Context: an optimization exercise on an open-source flow, tuned for a short achievable clock period and few clock cycles. The choices shown serve that exercise and are no tape-out recipe.
In this exercise RTL edits were held to simulation tests only and were not proved equivalent to the original.
Power is estimated from default activity; no workload was simulated.

===== flow/design.v =====
module dawn_cpu(
    input  wire        clk_i,
    input  wire        rst_n_i,
    output wire [9:0]  imem_addr_o,
    input  wire [79:0] imem_data_i,
    output wire [9:0]  dmem_addr_o,
    output wire [63:0] dmem_wdata_o,
    output wire        dmem_we_o,
    input  wire [63:0] dmem_rdata_i,
    output wire        halted_o,
    output wire [1:0]  stat_o
);
localparam [3:0] RNONE = 4'hF;
localparam [3:0] RRSP  = 4'h4;
function cond;
    input [3:0] fn;
    input [2:0] c;       
    begin
        case (fn)
            4'h0: cond = 1'b1;
            4'h1:  cond = (c[1] ^ c[0]) | c[2];
            4'h2:   cond = c[1] ^ c[0];
            4'h3:   cond = c[2];
            4'h4:  cond = ~c[2];
            4'h5:  cond = ~(c[1] ^ c[0]);
            4'h6:   cond = ~(c[1] ^ c[0]) & ~c[2];
            default: cond = 1'b0;
        endcase
    end
endfunction
reg  [9:0]  pc;
reg         pc_bad;              
reg  [10:0] ras [0:3];           
reg  [1:0]  ras_ptr;
reg         fix;                 
reg  [63:0] fix_pc;
reg  [1:0]  fix_rp;
reg         D_valid;
reg  [3:0]  D_icode, D_ifun;
reg  [3:0]  D_srcA, D_srcB, D_dstE, D_dstM;
reg  [63:0] D_valC;
reg  [10:0] D_valP;              
reg  [10:0] D_alt;               
reg  [1:0]  D_stat;
reg         D_predT;
reg  [1:0]  D_rp;
reg  [10:0] D_rpred;
reg         E_valid;
reg  [63:0] E_a;                 
reg  [63:0] E_b;                 
reg         E_sub;               
reg  [1:0]  E_op;                
reg         E_setcc, E_cmov, E_jmp, E_predT, E_mem, E_popret, E_store, E_ret;
reg  [3:0]  E_ifun, E_dstE, E_dstM;
reg  [63:0] E_sd;                
reg         E_fwdS, E_ldS;       
reg         E_ldA, E_ldB;        
reg         E_logic;             
reg  [10:0] E_valP, E_rpred, E_alt;
reg  [1:0]  E_stat, E_rp;
reg  [2:0]  cc;                  
reg         M_valid;
reg  [63:0] M_valE, M_sd;
reg  [63:0] M_fwdA, M_fwdB;      
reg  [9:0]  M_addr;
reg         M_we, M_ret;
reg  [3:0]  M_dstE, M_dstM;
reg  [10:0] M_rpred;
reg  [1:0]  M_rp;
reg         M_ccp;               
reg         M_add, M_sub;
reg         M_a63, M_b63;        
reg         M_zf;                
reg         halted;
reg  [1:0]  stop_code;
reg  [63:0] rf [0:14];
wire       m_sf = M_valE[63];
wire       m_of = M_sub ? ((M_a63 != M_b63) & (M_valE[63] != M_b63)) :
                  M_add ? ((M_a63 == M_b63) & (M_valE[63] != M_a63)) : 1'b0;
wire [2:0] cc_base = (M_valid & M_ccp) ? {M_zf, m_sf, m_of} : cc;
wire [63:0] opA = E_a | M_fwdA;
wire [63:0] opB = E_b | M_fwdB;
wire [63:0] fx = opA ^ opB;
wire [63:0] fa = opA & opB;
wire fzf_add = (&(fx[63:1] ~^ (opA[62:0] | opB[62:0]))) & ~fx[0];
wire e_zf_fast = (E_op == 2'd0) ? fzf_add : (E_op == 2'd1) ? &fx :
                 (E_op == 2'd2) ? ~|fa : ~|fx;
wire e_sf_lg = E_op[0] ? fx[63] : fa[63];
wire e_opq   = E_valid & E_setcc;
wire e_opok  = ~(E_ldA | E_ldB);
wire [2:0] cc_e = e_opq ? {e_zf_fast, e_sf_lg, 1'b0} : cc_base;
function zf_only;
    input [3:0] fn;
    zf_only = (fn == 4'h0) | (fn == 4'h3) | (fn == 4'h4);
endfunction
wire [7:0]  b1 = imem_data_i[15:8];
wire [3:0]  f_icode = pc_bad ? 4'H0 : imem_data_i[7:4];
wire [3:0]  f_ifun  = pc_bad ? 4'h0  : imem_data_i[3:0];
wire [63:0] f_valC  = imem_data_i[79:16];
wire [63:0] f_dest  = imem_data_i[71:8];
wire [10:0] pc1  = {1'b0, pc} + 11'd1;
wire [10:0] pc2  = {1'b0, pc} + 11'd2;
wire [10:0] pc9  = {1'b0, pc} + 11'd9;
wire [10:0] pc10 = {1'b0, pc} + 11'd10;
wire [1:0] f_stat = pc_bad ? 2'H2 :
                    (f_icode >= 4'hC) ? 2'H3 :
                    (f_icode == 4'H0) ? 2'H1 : 2'H0;
reg [3:0] f_srcA, f_srcB, f_dstE, f_dstM;
always @(*) begin
    case (f_icode)
        4'H2, 4'H4, 4'H6, 4'HA: f_srcA = b1[7:4];
        default:                            f_srcA = RNONE;
    endcase
    case (f_icode)
        4'H4, 4'H5, 4'H6:          f_srcB = b1[3:0];
        4'H8, 4'H9, 4'HA, 4'HB:     f_srcB = RRSP;
        default:                            f_srcB = RNONE;
    endcase
    case (f_icode)
        4'H2, 4'H3, 4'H6:          f_dstE = b1[3:0];
        4'H8, 4'H9, 4'HA, 4'HB:     f_dstE = RRSP;
        default:                            f_dstE = RNONE;
    endcase
    case (f_icode)
        4'H5, 4'HB:                   f_dstM = b1[7:4];
        default:                            f_dstM = RNONE;
    endcase
end
wire D_isop = D_icode == 4'H6;
wire D_jmp  = D_icode == 4'H7;
wire f_resolv = ~(D_valid & D_isop) & (~e_opq | e_opok & (E_op[1] | zf_only(f_ifun)));
wire f_predT  = f_resolv ? cond(f_ifun, cc_e) : (f_ifun != 4'h3);
wire [10:0] f_alt = f_predT ? pc9 : {|f_dest[63:10], f_dest[9:0]};
wire [10:0] ras_top = ras[ras_ptr];
wire [1:0]  f_rp = (f_icode == 4'H8) ? ras_ptr + 2'd1 :
                   (f_icode == 4'H9)  ? ras_ptr - 2'd1 : ras_ptr;
reg [9:0] f_npc;
reg       f_nbad;
always @(*) begin
    case (f_icode)
        4'H7: begin
            if (f_predT) begin f_nbad = 1'b0;           f_npc = f_dest[9:0]; end
            else         begin f_nbad = pc9[10];        f_npc = pc9[9:0];    end
        end
        4'H8:  begin f_nbad = 1'b0;           f_npc = f_dest[9:0]; end
        4'H9:   begin f_nbad = ras_top[10];    f_npc = ras_top[9:0]; end
        4'H2, 4'H6, 4'HA, 4'HB:
                 begin f_nbad = pc2[10];        f_npc = pc2[9:0];    end
        4'H3, 4'H4, 4'H5:
                 begin f_nbad = pc10[10];       f_npc = pc10[9:0];   end
        default: begin f_nbad = pc1[10];        f_npc = pc1[9:0];    end
    endcase
end
wire cnd_E = cond(E_ifun, cc_base);
wire cnd_D = cond(D_ifun, cc_e);
wire [3:0] E_dstE_eff = (E_cmov & ~cnd_E) ? RNONE : E_dstE;
wire d_aluA = (D_icode == 4'H2) | D_isop;
wire d_stA  = (D_icode == 4'H4) | (D_icode == 4'HA);
reg  d_useB;
always @(*) begin
    case (D_icode)
        4'H4, 4'H5, 4'H6, 4'H8, 4'H9, 4'HA, 4'HB: d_useB = 1'b1;
        default: d_useB = 1'b0;
    endcase
end
wire eA = E_valid & (E_dstE_eff != RNONE) & (E_dstE_eff == D_srcA);
wire eB = E_valid & (E_dstE_eff != RNONE) & (E_dstE_eff == D_srcB);
wire lA = E_valid & (E_dstM != RNONE) & (E_dstM == D_srcA);
wire lB = E_valid & (E_dstM != RNONE) & (E_dstM == D_srcB);
wire d_logic = (D_icode == 4'H2) | (D_isop & D_ifun[1]);
wire d_fwdA = eA & d_aluA;
wire d_fwdB = eB & ~lB & d_useB;
wire stall   = D_valid & ((lA & d_aluA & ~d_logic) | (lB & d_useB & ~(D_isop & D_ifun[1])));
wire e_redir = E_valid & E_jmp & (E_predT ^ cnd_E) & ~halted;
wire d_redir = D_valid & D_jmp & (~e_opq | e_opok & (E_op[1] | zf_only(D_ifun))) &
               (D_predT ^ cnd_D) & ~halted;
wire m_retbad = M_valid & M_ret & (dmem_rdata_i != {53'b0, M_rpred});
wire kill_D = e_redir | m_retbad | halted;
wire kill_F = kill_D | d_redir | fix;
wire f_tgt   = (f_icode == 4'H8) | ((f_icode == 4'H7) & f_predT);
wire tgt_bad = |f_dest[63:10];
wire pc_bad_n0 = fix ? |fix_pc[63:10] : e_redir ? E_alt[10] : d_redir ? D_alt[10] :
                 ~stall ? f_nbad : pc_bad;
wire pc_bad_n  = pc_bad_n0 | (~fix & ~e_redir & ~d_redir & ~stall & f_tgt & tgt_bad);
wire [63:0] rfA = (D_srcA == RNONE) ? 64'd0 : rf[D_srcA];
wire [63:0] rfB = (D_srcB == RNONE) ? 64'd0 : rf[D_srcB];
wire mMA = M_valid & (M_dstM != RNONE) & (M_dstM == D_srcA);
wire mEA = M_valid & (M_dstE != RNONE) & (M_dstE == D_srcA);
wire mMB = M_valid & (M_dstM != RNONE) & (M_dstM == D_srcB);
wire mEB = M_valid & (M_dstE != RNONE) & (M_dstE == D_srcB);
wire [63:0] valA = mMA ? dmem_rdata_i : mEA ? M_valE : rfA;
wire [63:0] valB = mMB ? dmem_rdata_i : mEB ? M_valE : rfB;
reg  [63:0] d_constA;
always @(*) begin
    case (D_icode)
        4'H3, 4'H4, 4'H5: d_constA = D_valC;
        4'H8, 4'HA:              d_constA = -64'd8;
        4'H9, 4'HB:                d_constA = 64'd8;
        default:                      d_constA = 64'd0;
    endcase
end
wire d_sub = D_isop & (D_ifun == 4'H1);
wire [63:0] sum = opA + opB;
wire [63:0] lgA = E_ldA ? dmem_rdata_i : opA;
wire [63:0] lgB = E_ldB ? dmem_rdata_i : opB;
wire [63:0] e_lg = (E_op == 2'd2) ? (lgA & lgB) : (E_op == 2'd3) ? (lgA ^ lgB) : lgA;
wire [63:0] e_valE = E_logic ? e_lg : (sum ^ {64{E_sub}});
wire [63:0] zx = lgA ^ lgB;
wire        zf_add = (&(zx[63:1] ~^ (lgA[62:0] | lgB[62:0]))) & ~zx[0];
wire        e_zf = (E_op == 2'd0) ? zf_add : (E_op == 2'd1) ? &zx :
                   (E_op == 2'd2) ? ~|(lgA & lgB) : ~|zx;
function adr_fault;
    input [63:0] a;
    input [63:0] b;
    reg   [10:0] lo;
    reg   [53:0] hp, ho;
    begin
        lo = {1'b0, a[9:0]} + {1'b0, b[9:0]};
        hp = a[63:10] ^ b[63:10];
        ho = a[63:10] | b[63:10];
        adr_fault = ~(&(hp[53:1] ~^ ho[52:0]) & (hp[0] == lo[10])) | (&lo[9:0]);
    end
endfunction
wire        f_add = adr_fault(opA, opB);
wire        f_pop = (|opB[63:10]) | (&opB[9:0]);
wire        e_adrerr = E_mem & (E_popret ? f_pop : f_add);
wire        e_fault  = (E_stat != 2'H0) | e_adrerr;
wire [1:0]  e_scode  = (E_stat != 2'H0) ? E_stat : 2'H2;
wire        e_go     = E_valid & ~halted & ~m_retbad;
wire [63:0] e_sd     = E_ldS ? dmem_rdata_i : E_fwdS ? M_valE : E_sd;
integer i;
always @(posedge clk_i) begin
    if (~rst_n_i) begin
        pc <= 10'd0;
        pc_bad <= 1'b0;
        ras_ptr <= 2'd0;
        for (i = 0; i < 4; i = i + 1) ras[i] <= 11'd0;
        fix <= 1'b0;
        D_valid <= 1'b0;
        E_valid <= 1'b0;
        M_valid <= 1'b0;
        M_we <= 1'b0;
        cc <= 3'b100;
        halted <= 1'b0;
        stop_code <= 2'H0;
        for (i = 0; i < 15; i = i + 1) rf[i] <= 64'd0;
    end else begin
        fix <= m_retbad;
        pc_bad <= pc_bad_n;
        if (fix) begin
            pc <= fix_pc[9:0]; ras_ptr <= fix_rp;
        end else if (e_redir) begin
            pc <= E_alt[9:0]; ras_ptr <= E_rp;
        end else if (d_redir) begin
            pc <= D_alt[9:0]; ras_ptr <= D_rp;
        end else if (~stall) begin
            pc <= f_npc; ras_ptr <= f_rp;
        end
        if (~stall & (f_icode == 4'H8)) ras[ras_ptr + 2'd1] <= pc9;
        D_valid <= stall ? (D_valid & ~kill_D) : ~kill_F;
        E_valid <= D_valid & ~stall & ~kill_D;
        M_valid <= e_go & ~e_fault;
        M_we <= e_go & ~e_fault & E_store;
        if (e_go & e_fault & ~halted) stop_code <= e_scode;
        if (e_go & e_fault) halted <= 1'b1;
        if (M_valid & M_ccp) cc <= {M_zf, m_sf, m_of};
        if (M_valid) begin
            if (M_dstE != RNONE) rf[M_dstE] <= M_valE;
            if (M_dstM != RNONE) rf[M_dstM] <= dmem_rdata_i;
        end
    end
end
always @(posedge clk_i) begin
    fix_pc <= dmem_rdata_i;
    fix_rp <= M_rp;
    if (~stall) begin
        D_icode <= f_icode;
        D_ifun  <= f_ifun;
        D_srcA  <= f_srcA;
        D_srcB  <= f_srcB;
        D_dstE  <= f_dstE;
        D_dstM  <= f_dstM;
        D_valC  <= f_valC;
        D_valP  <= pc9;
        D_alt   <= f_alt;
        D_stat  <= f_stat;
        D_predT <= f_predT;
        D_rp    <= f_rp;
        D_rpred <= ras_top;
    end
    E_a     <= d_fwdA ? 64'd0 : d_aluA ? valA : d_constA;
    E_b     <= (d_useB & ~d_fwdB) ? (valB ^ {64{d_sub}}) : 64'd0;
    E_ldA   <= lA & d_aluA;
    E_ldB   <= lB & d_useB;
    E_logic <= d_logic;
    E_fwdS  <= eA & ~lA & d_stA;
    E_ldS   <= lA & d_stA;
    E_sub   <= d_sub;
    E_op    <= D_isop ? D_ifun[1:0] : 2'd0;
    E_setcc <= D_isop;
    E_cmov  <= D_icode == 4'H2;
    E_jmp   <= D_jmp;
    E_predT <= D_predT ^ d_redir;    
    E_mem   <= (D_icode == 4'H4) | (D_icode == 4'H5) | (D_icode == 4'H8) |
               (D_icode == 4'H9) | (D_icode == 4'HA) | (D_icode == 4'HB);
    E_popret <= (D_icode == 4'H9) | (D_icode == 4'HB);
    E_store <= (D_icode == 4'H4) | (D_icode == 4'H8) | (D_icode == 4'HA);
    E_ret   <= D_icode == 4'H9;
    E_ifun  <= D_ifun;
    E_dstE  <= D_dstE;
    E_dstM  <= D_dstM;
    E_sd    <= (D_icode == 4'H8) ? {53'd0, D_valP} : valA;
    E_valP  <= D_valP;
    E_alt   <= D_alt;
    E_rpred <= D_rpred;
    E_stat  <= D_stat;
    E_rp    <= D_rp;
    M_valE  <= e_valE;
    M_fwdA  <= d_fwdA ? e_valE : 64'd0;
    M_fwdB  <= d_fwdB ? (e_valE ^ {64{d_sub}}) : 64'd0;
    M_sd    <= e_sd;
    M_addr  <= E_popret ? opB[9:0] : sum[9:0];
    M_ret   <= E_ret;
    M_dstE  <= E_dstE_eff;
    M_dstM  <= E_dstM;
    M_rpred <= E_rpred;
    M_rp    <= E_rp;
    M_ccp   <= E_setcc;
    M_zf    <= e_zf;
    M_add   <= E_setcc & (E_op == 2'd0) & ~E_sub;
    M_sub   <= E_setcc & E_sub;
    M_a63   <= opA[63];
    M_b63   <= opB[63] ^ E_sub;    
end
assign imem_addr_o  = pc;
assign dmem_addr_o  = M_addr;
assign dmem_wdata_o = M_sd;
assign dmem_we_o    = M_we;
assign halted_o     = halted;
assign stat_o       = stop_code;
endmodule

===== flow/flow/run.sh =====
#!/bin/bash
# Standard layout (the standard.sh), with timing repair aiming well
# below the clock period and sized port buffers. Each tool's output goes
# to standard.log.
export SETUP_SLACK_MARGIN=7
export BUFFER_PORTS_ARGS="-buffer_cell sky130_fd_sc_hd__buf_4"
bash standard.sh > standard.log 2>&1

===== flow/standard.sh =====
#!/bin/bash
# synth_recipe.tcl (not shown) runs the flow's synth.tcl, then flattens the netlist and writes it again
# the make line also repeats each setting of config.mk as NAME=value (left out here)
make -C /OpenROAD-flow-scripts/flow DESIGN_CONFIG=/design/flow/config.mk WORK_HOME=/design/flow/orfs CLKGATE_MAP_FILE= SYNTH_SCRIPT=/design/flow/synth_recipe.tcl "${@:-finish}"

===== flow/config.mk =====
export PLATFORM = sky130hd
export DESIGN_NAME = dawn_cpu
export DESIGN_NICKNAME = dawn_cpu
export VERILOG_FILES = /design/flow/design.v
export SDC_FILE = /design/flow/constraint.sdc
export NUM_CORES = 4
export LEC_CHECK = 0
export ABC_CLOCK_PERIOD_IN_PS = 1000
export CAP_MARGIN = 20
export CORE_MARGIN = 2
export CORE_UTILIZATION = 40
export SLEW_MARGIN = 20
export TNS_END_PERCENT = 25

===== flow/constraint.sdc =====
create_clock -name core_clock -period 10.0 [get_ports {clk_i}]
set_input_delay 2.0000 -clock core_clock [delete_from_list [all_inputs] [get_ports {clk_i}]]
set_output_delay 2.0000 -clock core_clock [all_outputs]
set_load 0.01 [all_outputs]

==> impl_metrics.tcl <==
set metrics [dict create \
    power.density_nw_per_um2 181.2 \
    setup_viol 0 \
    ys_ff_latch 1834 \
    place_congestion 1.019 \
    critPathRequiredTime_ns 10.78 \
    hp-class "reg2reg" \
    synth-compound-area-share 0.1374 \
    fin_crit_sh 0.4233 \
    numPortBuffers 233 \
    syn_area_um2 100300 \
    hold_viol 0 \
    cts_sinks 1834 \
    grt_pass1_wl_mm 639.8 \
    final_common_cell "edfxtp_1" \
    ant_nets 0 \
    yosys_warnings 1 \
    reg2reg_slack_ns 5.77 \
    grt_remaining_overflow 0 \
    dr_total_vias 82437 \
    largest_register_ffs 1024 \
    ys_seq_area_frac 0.4850 \
    drive_gt1_frac 0.3477 \
    cts_tree "done" \
    drt-total-wl_mm 500.5 \
    syn_area_per_cell_um2 12.04 \
    slew_headroom 0.07854 \
    grt_pass1_vias 76557 \
    crit_type "reg2reg" \
    worstSetupEndpointType "flip-flop" \
    htreeDepth 4 \
    ir_drop_mv 0.1660 \
    cts_buffers 200 \
    io_pins 234 \
    drc 0 \
    async_flop_share 0 \
    grt_setup_unrepaired "yes" \
    tightest_slew_ns 1.368 \
    drv_cap 0 \
    synth_xor_area_frac 0.04379 \
    fin_util 0.5097 \
    hpwlAfterDp_mm 289.9 \
    worstHoldStart "D_rpred[9]" \
    hold_buffers 0 \
    min_to "E_rpred[9]" \
    max_freq_mhz 236.3 \
    fp.dieH_um 504.9 \
    initial_utilization 0.4028 \
    area_growth_pct 26.54 \
    register_area_um2 48790 \
    core_um2 249100 \
    synth_edf_count 1194 \
    hold_depth 0 \
    vias_per_cell 6.793 \
    final_cell_mix "edfxtp_1 (1194), a22o_1 (961), mux4_2 (651), dfxtp_1 (600), buf_4 (535)" \
    setup_tns_ns 0 \
    clk_pin_slew_ns 0.06 \
    worstSkewPairLatency_ns 0.90 \
    dr.first_iter.drc_count 14123 \
    dieArea_um2 254900 \
    nets 8947 \
    grt_antenna_before_repair 60 \
    synth_top_flop_cell "edfxtp_1" \
    top_register "rf" \
    ys_types 106 \
    start_kind "flip-flop" \
    crit_arrival_ns 5.01 \
    synthSimpleGateAreaFrac 0.08473 \
    timing.rr.start "E_b[12]" \
    syn_inst 8335 \
    synth_top_family_by_area "multiplexers" \
    r2r_cells 15 \
    path_max_fanout 5 \
    drt-pass1-iter-count 7 \
    synth_fa_ha_area_frac 0.02476 \
    fin_worst_skew_ns 0.06563 \
    multi_input_area_um2 53440 \
    avgRoutedWirePerCell_um 41.24 \
    leakage_nw 46.30 \
    grtUsageTotal 0.3611 \
    fp-row-count 183 \
    cts_root_buf "clkbuf_16" \
    muxShareOfSynthArea 0.1771 \
    status "finished clean" \
    finalMaxSlewViolations 0 \
    cts.path.max_buffers 3 \
    die_w_um 504.9 \
    period_minus_slack_ns 4.233 \
    nFillCells 21173 \
    grt_max_degree 129 \
]
==> kinds of logic after synthesis <==
logic type	count (synthesis)
buffers and inverters	1244
flip-flops	1834
multiplexers	945
adder cells (fa/ha/maj)	199
XOR/XNOR	489
AND/OR/NAND/NOR	1769
other	1
AO/OA/AOI/OAI	1854
==> worst max-delay path by stage <==
stage	end	start	slack [ns]
finish	flip-flop	E_b[12]	5.77
global route	ras_ptr[0]	M_fwdB[48]	5.77
CTS	M_zf	dmem_rdata_i[3]	5.84
detailed placement	rf[1][9]	rst_n_i	4.05
global placement	pc[1]	M_fwdB[26]	4.01
floorplan	rf[12][0]	rst_n_i	3.97
==> final cells by class <==
type / instances / area share
Timing Repair inverter: 1 / 0.00006898
Timing Repair Buffer: 1004 / 0.1013
Tap cell: 3330 / 0.03281
Multi-Input combinational cell: 5342 / 0.4208
Sequential cell: 1834 / 0.3843
Clock buffer: 281 / 0.04453
Inverter: 221 / 0.006839
Clock inverter: 98 / 0.008829
Antenna cell: 24 / 0.0004730
==> what timing repair did <==
item                                    CTS  global route
pin swaps                               302           223
buffers inserted                        271           181
setup endpoints to repair              2657          2364
resized for setup                      1020           824
endpoints found under the hold margin     0             0
cloned                                  100            61
==> metal layers <==
| metal | vias to the layer above | track usage | share of wire |
|---|---|---|---|
| met4 | 28 | 0.2200 | 0.085 |
| met1 | 41579 | 0.4507 | 0.34 |
| met3 | 1722 | 0.1278 | 0.15 |
| met5 | - | 0.007320 | 0.00086 |
| li1 | 32084 | - | - |
| met2 | 7024 | 0.5351 | 0.42 |
==> through the flow <==
| step | std cells | setup WS (ns) | area, µm² | hold slack, ns | total power [mW] |
|---|---|---|---|---|---|
| CTS | 11868 | 5.840 | 120600 | 0.3016 | 22.19 |
| finish | 12135 | 5.767 | 127000 | 0.3169 | 23.01 |
| detailed placement | 11118 | 4.054 | 104700 | 0.3121 | 13.84 |
| global placement | 11117 | 4.012 | 104600 | 0.3110 | 13.82 |
| floorplan | 8398 | 3.972 | 100900 | 0.3096 | 11.84 |
| global route | 12119 | 5.769 | 126900 | 0.3231 | 23.39 |
==> synth_stat cells (11+ instances only) <==
cell / number / share of area
nor2b_1: 87 / 0.0054
dfxtp_1: 640 / 0.13
a31oi_1: 18 / 0.0011
mux4_2: 651 / 0.15
mux2_2: 131 / 0.015
edfxtp_1: 1194 / 0.36
nor2_1: 597 / 0.022
o21ai_0: 288 / 0.014
nor3_1: 36 / 0.0018
nand3b_1: 11 / 0.00082
ha_1: 197 / 0.025
a21o_1: 12 / 0.00090
or2_2: 64 / 0.0040
xnor2_1: 391 / 0.034
and2_1: 51 / 0.0032
buf_2: 28 / 0.0014
nand3_1: 34 / 0.0017
a211oi_1: 75 / 0.0056
or3_1: 12 / 0.00075
o21bai_1: 13 / 0.00097
o211ai_1: 61 / 0.0046
clkbuf_1: 855 / 0.032
nand2b_1: 93 / 0.0058
nand2_1: 447 / 0.017
or4_1: 18 / 0.0013
a21oi_1: 316 / 0.016
xor2_1: 89 / 0.0078
mux2i_1: 162 / 0.016
nor4_1: 140 / 0.0087
or2_1: 50 / 0.0031
nand4_1: 86 / 0.0054
inv_1: 219 / 0.0082
a22o_1: 961 / 0.084
buf_1: 134 / 0.0050
==> worst max-delay path, stage by stage, from the launching register on <==
cell and delay, ns:
dfxtp_1 0.30, or2_4 0.26, ha_4 0.18, or4_4 0.59, or4_4 0.46, nor3_4 0.27, a21o_1 0.16, a31oi_1 0.05
a21oi_2 0.27, a41o_2 0.21, mux2i_2 0.26, nand3_2 0.11, a211o_4 0.40, o221a_4 0.26, a221oi_2 0.23, nor2_1 0.09
==> power breakdown <==
part	switching [mW]	leakage, nW	internal (mW)
Sequential	0.684	17.6	8.59
Clock	3.44	3.30	4.32
Combinational	3.60	25.4	2.38
Testbench counts, summed over its fixed seeds: cycles 30,115.

[static timing again, ports no longer ideal]
How much do the figures lean on ideal ports? The routed layout below was timed once more, with nothing changed but the port constraints.
Step 1 (the two cells are an assumption about what drives the block):
set clk [get_ports {clk_i}]
set_driving_cell -lib_cell sky130_fd_sc_hd__clkbuf_16 $clk
set_driving_cell -lib_cell sky130_fd_sc_hd__buf_2 [delete_from_list [all_inputs] $clk]
Step 2 moves the port delays by t, midway between the first and last clock arrival at a register: inputs arrive t later, outputs are due t later. That takes back most of the time a late clock gives input paths.
a / b / c = no drivers / after step 1 / after step 2; a / b = the first two.
shift t [ns]: 0.975
setup WS [ns]: 5.767 / 5.767 / 5.061
worst setup path at the end: input to register
cell pins on the clock port's net: 1
After both steps setup and hold are still met in this run. For this run, drivers alone change the setup slack by 0.000 ns; drivers and shift together by -0.706 ns.
